Context: an optimization exercise on an open-source flow, tuned for small area and a short achievable clock period. The choices shown serve that exercise and are no tape-out recipe. Only simulation tests tie the RTL to the original design; equivalence was not proved. No activity file was given, so power comes from the tool's default toggle rates.

run A:
==> module Main, before the edit <==
module Main(
	input clk,
	input reset,
	input start_button,
	input axis_valid,
	input [15:0]axis_value,
	input [15:0]mem_rdata,
	output mem_en,
	output mem_we,
	output [14:0]mem_addr,
	output [15:0]mem_wdata,
	output [15:0]led_value
	);
	reg [1:0] st;
	reg [15:0] ir;
	reg [15:0] opA, opB;
	reg [14:0] ad;
	reg [14:0] pc;
	reg fc, fg, fe;             
	reg [255:0] rf;             
	reg [15:0] led;
	wire s01 = (st == 2'b01);
	wire s10 = (st == 2'b10);
	wire s11 = (st == 2'b11);
	always @(posedge clk) begin
		if (reset) st <= 2'b00;
		else st <= st + 2'b01;
	end
	always @(posedge clk) begin
		if (reset) ir <= 16'h0000;
		else if (s01) ir <= mem_rdata;
	end
	function f_is_i(input [3:0] o);
		f_is_i = (o == 4'b0101) | (o == 4'b0110) | (o == 4'b1001) | (o == 4'b1011) |
		         (o == 4'b0001) | (o == 4'b0010) | (o == 4'b0011) | (o == 4'b1110);
	endfunction
	wire [3:0] opc = ir[15:12];
	wire [3:0] fn  = ir[7:4];
	wire [3:0] rd  = ir[11:8];
	wire [3:0] rs  = ir[3:0];
	wire is_r   = (opc == 4'b0000);
	wire is_i   = f_is_i(opc);
	wire is_ls  = (opc == 4'b0100);
	wire is_st  = is_ls & (fn == 4'b0100);
	wire is_jmp = is_ls & (fn == 4'b1100);
	wire is_ld  = is_ls & ~is_st & ~is_jmp;
	wire is_br  = (opc == 4'b1100);
	wire [3:0] op = is_r ? fn : (is_i ? opc : 4'b0000);
	wire op_add  = (op == 4'b0101) | (op == 4'b0110);
	wire op_addc = (op == 4'b0111) | (op == 4'b0001);
	wire op_sub  = (op == 4'b1001);
	wire op_cmp  = (op == 4'b1011);
	wire op_cmpu = (op == 4'b1000);
	wire op_and  = (op == 4'b1111);
	wire op_or   = (op == 4'b0010);
	wire op_xor  = (op == 4'b0011);
	wire op_not  = (op == 4'b1010);
	wire op_lsh  = (op == 4'b0100);
	wire op_mul  = (op == 4'b1110);
	wire op_zero = (op == 4'b1101);
	wire op_wr = op_add | op_addc | op_sub | op_and | op_or | op_xor | op_not | op_lsh | op_mul | op_zero;
	function [15:0] f_imm(input [15:0] w);
		f_imm = {(w[15:12] == 4'b0110) ? 8'h00 : {8{w[7]}}, w[7:0]};
	endfunction
	wire [15:0] A = opA;
	wire [15:0] B = opB;
	wire inv = op_sub | op_cmp | op_cmpu | op_not;
	wire cin = (op_sub | op_cmp | op_cmpu) | (op_addc & fc);
	wire [15:0] Bx = (op_not ? 16'h0000 : B) ^ {16{inv}};
	wire [15:0] px = A ^ Bx;                 
	wire [16:0] s17 = {1'b0, A} + {1'b0, Bx} + {16'h0000, cin};
	wire [15:0] sum = s17[15:0];
	wire cout = s17[16];
	wire c15 = sum[15] ^ A[15] ^ Bx[15];     
	wire eq = &px;                           
	wire ge_s = (~A[15] & B[15]) | (~A[15] & c15) | (B[15] & c15);
	wire [15:0] prod;
	mul16lo mul (.a(A), .b(B), .p(prod));
	wire nr = ~reset;
	wire sel_sum  = nr & s10 & (op_add | op_addc | op_sub);
	wire sel_and  = nr & s10 & op_and;
	wire sel_or   = nr & s10 & op_or;
	wire sel_x    = nr & s10 & (op_xor | op_not);
	wire sel_prod = nr & s10 & (op_lsh | op_mul);
	wire sel_ir   = nr & s10 & is_ld;
	wire sel_mem  = nr & s11;
	wire [15:0] result =
		({16{sel_sum}} & sum) |
		({16{sel_and}} & (A & B)) |
		({16{sel_or}}  & (A | B)) |
		({16{sel_x}}   & px) |
		({16{sel_prod}} & prod);
	wire nfc = (op_add | op_addc) ? cout : (op_sub ? ~cout : fc);
	wire nfg = op_cmp ? (ge_s & ~eq) : (op_cmpu ? (cout & ~eq) : fg);
	wire nfe = (op_cmp | op_cmpu) ? eq : fe;
	always @(posedge clk) begin
		if (reset) begin
			fc <= 1'b0; fg <= 1'b0; fe <= 1'b0;
		end else begin
			fc <= nfc; fg <= nfg; fe <= nfe;
		end
	end
	wire we = (s10 & (op_wr | is_ld)) | (s11 & is_ld);
	wire [15:0] wd = result | ({16{sel_ir}} & ir) | ({16{sel_mem}} & mem_rdata);
	wire [3:0] ra = mem_rdata[11:8];
	wire [3:0] rb = mem_rdata[3:0];
	wire [15:0] pa = rf[16*ra +: 16];
	wire [15:0] pb = rf[16*rb +: 16];
	genvar g;
	generate for (g = 0; g < 16; g = g + 1) begin : regs
		wire wsel = we & (rd == g);
		if (g == 0) begin : r0
			always @(posedge clk)
				if (axis_valid | wsel | reset) rf[15:0] <= axis_valid ? axis_value : wd;
		end else begin : rn
			always @(posedge clk)
				if (wsel | reset) rf[16*g +: 16] <= wd;
		end
	end endgenerate
	always @(posedge clk) led <= rf[255:240];
	wire axA = axis_valid & (s01 ? (ra == 4'd0) : (rd == 4'd0));
	wire axB = axis_valid & (s01 ? (rb == 4'd0) : (rs == 4'd0));
	wire [15:0] nb = axB ? axis_value : pb;
	wire n_r   = (mem_rdata[15:12] == 4'b0000);
	wire n_lsh = n_r & (mem_rdata[7:4] == 4'b0100);
	wire n_i   = f_is_i(mem_rdata[15:12]);
	wire [15:0] n_sh = (nb[15:4] != 12'd0) ? 16'h0000 : (16'h0001 << nb[3:0]);
	always @(posedge clk) begin
		if (axA) opA <= axis_value;
		else if (s01) opA <= pa;
		else if (we) opA <= wd;
		if (s01) ad <= nb[14:0];
		else if (axB) ad <= axis_value[14:0];
		else if (we & (rs == rd)) ad <= wd[14:0];
		if (s01) opB <= n_i ? f_imm(mem_rdata) : (n_lsh ? n_sh : nb);
		else if (~is_i) begin
			if (axB) opB <= axis_value;
			else if (we & (rs == rd)) opB <= wd;
		end
	end
	reg cond;
	always @* begin
		case (rd)
			4'b0000: cond = 1'b1;
			4'b0001: cond = fc;
			4'b0010: cond = fg;
			4'b0011: cond = fe;
			4'b0100: cond = start_button;
			default: cond = 1'b0;
		endcase
	end
	wire pc_zero = (pc == 15'd0);
	wire take = is_br & cond & ~pc_zero;
	wire [14:0] pc_next = pc + (take ? {{7{ir[7]}}, ir[7:0]} : 15'd1);
	always @(posedge clk) begin
		if (reset) pc <= 15'd0;
		else if (s11) pc <= (is_jmp & cond) ? ad : pc_next;
	end
	assign mem_en = ~s10 | (is_ls & ~is_jmp);
	assign mem_we = s10 & is_st;
	assign mem_addr = st[1] ? ad : pc;
	assign mem_wdata = opA;
	assign led_value = led;
endmodule
Settings: LEC_CHECK=0, CAP_MARGIN=20, CORE_MARGIN=2, CORE_UTILIZATION=60, CTS_BUF_LIST=sky130_fd_sc_hd__clkbuf_4 sky130_fd_sc_hd__clkbuf_8, CTS_CLUSTER_DIAMETER=60, CTS_CLUSTER_SIZE=16, SLEW_MARGIN=20; clock period 11.0 ns.
standard.sh (not shown) runs the stock make flow with config.mk's settings and CLKGATE_MAP_FILE= SYNTH_SCRIPT=/design/flow/synth_recipe.tcl, a recipe that flattens the netlist after the stock synthesis.
==> flow/flow/run.sh <==
#!/bin/bash
# The standard layout (standard.sh), with plain buf_2 cells instead of
# delay buffers as the port buffers, and timing repair aimed at 5.5 ns of
# setup slack. Full tool output goes to standard.log.
export BUFFER_PORTS_ARGS="-buffer_cell sky130_fd_sc_hd__buf_2"
export SETUP_SLACK_MARGIN=5.5
bash standard.sh finish > standard.log 2>&1
status=$?
tail -n 5 standard.log
exit $status
diff inputs: run A => run E
--- a/flow/design.v
+++ b/flow/design.v
@@ -580,22 +580,24 @@
 	wire [15:0] nb = axB ? axis_value : pb;
 	wire n_r   = (mem_rdata[15:12] == 4'b0000);
 	wire n_lsh = n_r & (mem_rdata[7:4] == 4'b0100);
 	wire n_i   = f_is_i(mem_rdata[15:12]);
 	wire [15:0] n_sh = (nb[15:4] != 12'd0) ? 16'h0000 : (16'h0001 << nb[3:0]);
+	wire tb_ax = ~s01 & ~is_i & axB;
+	wire tb_wd = ~s01 & ~is_i & ~axB & we & (rs == rd);
 	always @(posedge clk) begin
-		if (axA) opA <= axis_value;
-		else if (s01) opA <= pa;
-		else if (we) opA <= wd;
+		opA <= ({16{axA}} & axis_value) |
+		       ({16{~axA & s01}} & pa) |
+		       ({16{~axA & ~s01 & we}} & wd) |
+		       ({16{~axA & ~s01 & ~we}} & opA);
 		if (s01) ad <= nb[14:0];
 		else if (axB) ad <= axis_value[14:0];
 		else if (we & (rs == rd)) ad <= wd[14:0];
-		if (s01) opB <= n_i ? f_imm(mem_rdata) : (n_lsh ? n_sh : nb);
-		else if (~is_i) begin
-			if (axB) opB <= axis_value;
-			else if (we & (rs == rd)) opB <= wd;
-		end
+		opB <= ({16{s01}} & (n_i ? f_imm(mem_rdata) : (n_lsh ? n_sh : nb))) |
+		       ({16{tb_ax}} & axis_value) |
+		       ({16{tb_wd}} & wd) |
+		       ({16{~s01 & ~tb_ax & ~tb_wd}} & opB);
 	end
 	reg cond;
 	always @* begin
 		case (rd)
 			4'b0000: cond = 1'b1;
--- outcome ---
- Run E vs. run A: routed wire length increased by 790 um relative to the old numbers; global-route usage over all layers decreased by 0.20 points relative to the old numbers; wire length of the first global-routing pass increased by 1.4% relative to the old numbers; number of antenna violations at the first check in global routing increased by 1 relative to the old numbers.
- Taking run A as the reference, in run E synthesis-to-layout area growth went down, fraction of standard cell area that is sequential went down, cell count went up, clock share of power went up.
- Every run in the comparison, run A and run E, completed the flow with a clean layout.
- Relative to run A, the final cell area reported for run E is lower.

[port drivers added, routing unchanged]
How much do the figures lean on ideal ports? The routed layouts below were timed once more, with nothing changed but the port constraints. Step 1, drivers: a clkbuf_16 drives clk and a buf_2 each remaining input, both assumed. Step 2 times the ports against the registers' clock, not the clock port: input delays grow and output delays shrink by t, the midpoint of the rising clock arrivals with the driver on. Three values: no drivers, after step 1, after step 2; two values: the first two.
run	shift t [ns]	slack for setup (ns)	hold slack, ns	latest minus earliest clock arrival (ns)	worst data-port slew with drivers (ns)
run A	0.671	5.552 / 5.552 / 4.988	0.408 / 0.408 / 0.408	0.067 / 0.067	0.10
run E	0.722	5.651 / 5.651 / 5.224	0.414 / 0.414 / 0.414	0.059 / 0.059	0.07
After both steps setup and hold are still met in every run listed. The setup slack of run A, which loses most, moves by 0.000 ns with the drivers and by -0.564 ns with both steps.
